This design comes from an exercise in tuning for small area on the open sky130 flow, not from production work.
Power and IR drop assume default switching activity.

## old
## tollboothcontroller
module tollboothcontroller (
    input clk, reset,
    input vehicle_detect,
    input rfid_present, rfid_valid, rfid_sufficient,
    input manual_coin, manual_card,
    input vehicle_passgate,
    input maintenance_mode,
    input updaterate,
    input [1:0] vehicle_class,
    input [7:0] rate_input,
    input reset_counters,
    output gateopen, gateclose,
    output [15:0] vehiclecount0, vehiclecount1, vehiclecount2,
    output [15:0] totalrevenue0, totalrevenue1, totalrevenue2,
    output [7:0] evasioncount
);
==> module tollboothcontroller, before the edit <==
module tollboothcontroller (
    input clk, reset,
    input vehicle_detect,
    input rfid_present, rfid_valid, rfid_sufficient,
    input manual_coin, manual_card,
    input vehicle_passgate,
    input maintenance_mode,
    input updaterate,
    input [1:0] vehicle_class,
    input [7:0] rate_input,
    input reset_counters,
    output gateopen, gateclose,
    output [15:0] vehiclecount0, vehiclecount1, vehiclecount2,
    output [15:0] totalrevenue0, totalrevenue1, totalrevenue2,
    output [7:0] evasioncount
);
localparam [2:0] IDLE  = 3'd0,
                 READ  = 3'd1,
                 PAY   = 3'd2,
                 FAIL  = 3'd3,
                 WAIT  = 3'd4,
                 OPEN  = 3'd5,
                 EVA   = 3'd6,
                 MAINT = 3'd7;
reg [2:0] state, nextstate;
reg [7:0] tollrates0, tollrates1, tollrates2;
always @(*) begin
    case (state)
        IDLE:  nextstate = maintenance_mode ? MAINT : vehicle_detect ? READ : IDLE;
        READ:  nextstate = (rfid_present && rfid_valid && rfid_sufficient) ? PAY : FAIL;
        PAY:   nextstate = OPEN;
        FAIL:  nextstate = WAIT;
        WAIT:  nextstate = (manual_coin || manual_card) ? PAY : WAIT;
        OPEN:  nextstate = vehicle_passgate ? IDLE : OPEN;
        EVA:   nextstate = IDLE;
        default: nextstate = maintenance_mode ? MAINT : IDLE;
    endcase
    if (state != OPEN && vehicle_passgate)
        nextstate = EVA;
end
always @(posedge clk or posedge reset)
    if (reset) state <= IDLE;
    else       state <= nextstate;
assign gateopen  = (state == OPEN);
assign gateclose = ~gateopen;
wire pay = (state == PAY);
wire eva = (state == EVA);
wire c0 = (vehicle_class == 2'd0);
wire c1 = (vehicle_class == 2'd1);
wire c2 = (vehicle_class == 2'd2);
function [15:0] inc16;           
    input [15:0] q; input en;
    integer i; reg t;
    begin
        t = en;
        for (i = 0; i < 16; i = i + 1) begin
            inc16[i] = q[i] ^ t;
            t = q[i] & t;
        end
    end
endfunction
function [15:0] add16;           
    input [15:0] q; input [7:0] r; input en;
    integer i; reg t, b;
    begin
        t = 1'b0;
        for (i = 0; i < 16; i = i + 1) begin
            b = (i < 8) ? (r[i & 7] & en) : 1'b0;
            add16[i] = q[i] ^ b ^ t;
            t = (q[i] & b) | (q[i] & t) | (b & t);
        end
    end
endfunction
function [7:0] inc8;
    input [7:0] q; input en;
    integer i; reg t;
    begin
        t = en;
        for (i = 0; i < 8; i = i + 1) begin
            inc8[i] = q[i] ^ t;
            t = q[i] & t;
        end
    end
endfunction
wire inc0 = pay & c0, inc1 = pay & c1, inc2 = pay & c2;
reg v0, v1, v2, ve;
always @(posedge clk or posedge reset)
    if (reset) begin
        v0 <= 1'b0; v1 <= 1'b0; v2 <= 1'b0; ve <= 1'b0;
    end else begin
        v0 <= ~(reset_counters & c0 & ~pay);
        v1 <= ~(reset_counters & c1 & ~pay);
        v2 <= ~(reset_counters & c2 & ~pay);
        ve <= ~(reset_counters & ~eva);
    end
reg [15:0] vc0_q, vc1_q, vc2_q, tr0_q, tr1_q, tr2_q;
reg [7:0] ev_q;
assign vehiclecount0 = vc0_q & {16{v0}};
assign vehiclecount1 = vc1_q & {16{v1}};
assign vehiclecount2 = vc2_q & {16{v2}};
assign totalrevenue0 = tr0_q & {16{v0}};
assign totalrevenue1 = tr1_q & {16{v1}};
assign totalrevenue2 = tr2_q & {16{v2}};
assign evasioncount  = ev_q & {8{ve}};
always @(posedge clk) begin
    vc0_q <= inc16(vehiclecount0, inc0);
    vc1_q <= inc16(vehiclecount1, inc1);
    vc2_q <= inc16(vehiclecount2, inc2);
    tr0_q <= add16(totalrevenue0, tollrates0, inc0);
    tr1_q <= add16(totalrevenue1, tollrates1, inc1);
    tr2_q <= add16(totalrevenue2, tollrates2, inc2);
    ev_q  <= inc8(evasioncount, eva);
end
always @(posedge clk or posedge reset)
    if (reset) begin
        tollrates0 <= 8'd50; tollrates1 <= 8'd100; tollrates2 <= 8'd150;
    end else begin
        if (updaterate && c0) tollrates0 <= rate_input;
        if (updaterate && c1) tollrates1 <= rate_input;
        if (updaterate && c2) tollrates2 <= rate_input;
    end
endmodule
clock: 5.0 ns
lec_check: 0
cap_margin: 20
core_margin: 2
core_utilization: 40
cts_buf_list: sky130_fd_sc_hd__clkbuf_2 sky130_fd_sc_hd__clkbuf_4
slew_margin: 20
standard.sh (not shown) runs the stock make flow with config.mk's settings and CLKGATE_MAP_FILE= SYNTH_SCRIPT=/design/flow/synth_recipe.tcl, a recipe that flattens the netlist after the stock synthesis.
==> flow/flow/run.sh <==
#!/bin/bash
# The standard layout, with the smallest buffer (buf_1) on each port.
set -euo pipefail
bash standard.sh "BUFFER_PORTS_ARGS=-buffer_cell sky130_fd_sc_hd__buf_1" finish > standard.log 2>&1
In old the implementation ran to completion but is not tape-out ready, as the final checks report setup timing.
--- input diff old..new ---
--- a/flow/design.v
+++ b/flow/design.v
@@ -110,13 +110,25 @@
     tr1_q <= add16(totalrevenue1, tollrates1, inc1);
     tr2_q <= add16(totalrevenue2, tollrates2, inc2);
     ev_q  <= inc8(evasioncount, eva);
 end
+reg [7:0] rq0, rq1, rq2;
+reg r0, r1, r2;
 always @(posedge clk or posedge reset)
     if (reset) begin
-        tollrates0 <= 8'd50; tollrates1 <= 8'd100; tollrates2 <= 8'd150;
+        r0 <= 1'b0; r1 <= 1'b0; r2 <= 1'b0;
     end else begin
-        if (updaterate && c0) tollrates0 <= rate_input;
-        if (updaterate && c1) tollrates1 <= rate_input;
-        if (updaterate && c2) tollrates2 <= rate_input;
+        if (updaterate && c0) r0 <= 1'b1;
+        if (updaterate && c1) r1 <= 1'b1;
+        if (updaterate && c2) r2 <= 1'b1;
     end
+always @(posedge clk) begin
+    if (updaterate && c0) rq0 <= rate_input;
+    if (updaterate && c1) rq1 <= rate_input;
+    if (updaterate && c2) rq2 <= rate_input;
+end
+always @(*) begin
+    tollrates0 = r0 ? rq0 : 8'd50;
+    tollrates1 = r1 ? rq1 : 8'd100;
+    tollrates2 = r2 ? rq2 : 8'd150;
+end
 endmodule
[summary]
- new: flow completed, timing, DRC and antenna clean
- Comparing new and old, the lower portion of the clock cycle consumed by the worst path in the final layout is on new.
- [compare] base=old new=new: die extent in x stayed essentially flat; power in the clock group rose by about 9%.
- Relative to old, aggregate global-route resource usage decreased by 0.54 points in new.
- Of new and old, the run reporting the lower power was old.
- A cell group occupying the most layout area of registers is what new shows, while multi-input combinational cells belongs to old.
- Going from old to new, final layout net count moved down; post-synthesis share of cell area spent on and, or, nand and nor gates moved down.
No run of this note included a check of the RTL's function; only the layout flow was run.

afterwards: timing with drivers on the ports:
No port has a modelled driver above. Below, the same layouts with a new extraction and two added sets of constraints.
Step 1: set_driving_cell puts a clkbuf_16 on clk and a buf_2 on each other input, an assumption about the parent block.
Step 2 adds t to the input delays and takes it off the output delays; t is the mean of the earliest and latest rising clock arrival at the registers after step 1. Input paths then give back, and output paths get back, about the clock's delay inside the block.
a / b / c = no drivers / after step 1 / after step 2; a / b = the first two.
run | t (ns) | slack for setup (ns) | worst data-port slew with drivers (ns) | cell pins on the clock port's net
old | 0.553 | -0.017 / -0.014 / -0.567 | 0.05 | 1
new | 0.528 | 0.038 / 0.028 / -0.500 | 0.06 | 1
Met with ideal ports but missed after step 2: setup timing in new. The setup slack of old, which loses most, moves by +0.003 ns with the drivers and by -0.550 ns with both steps.
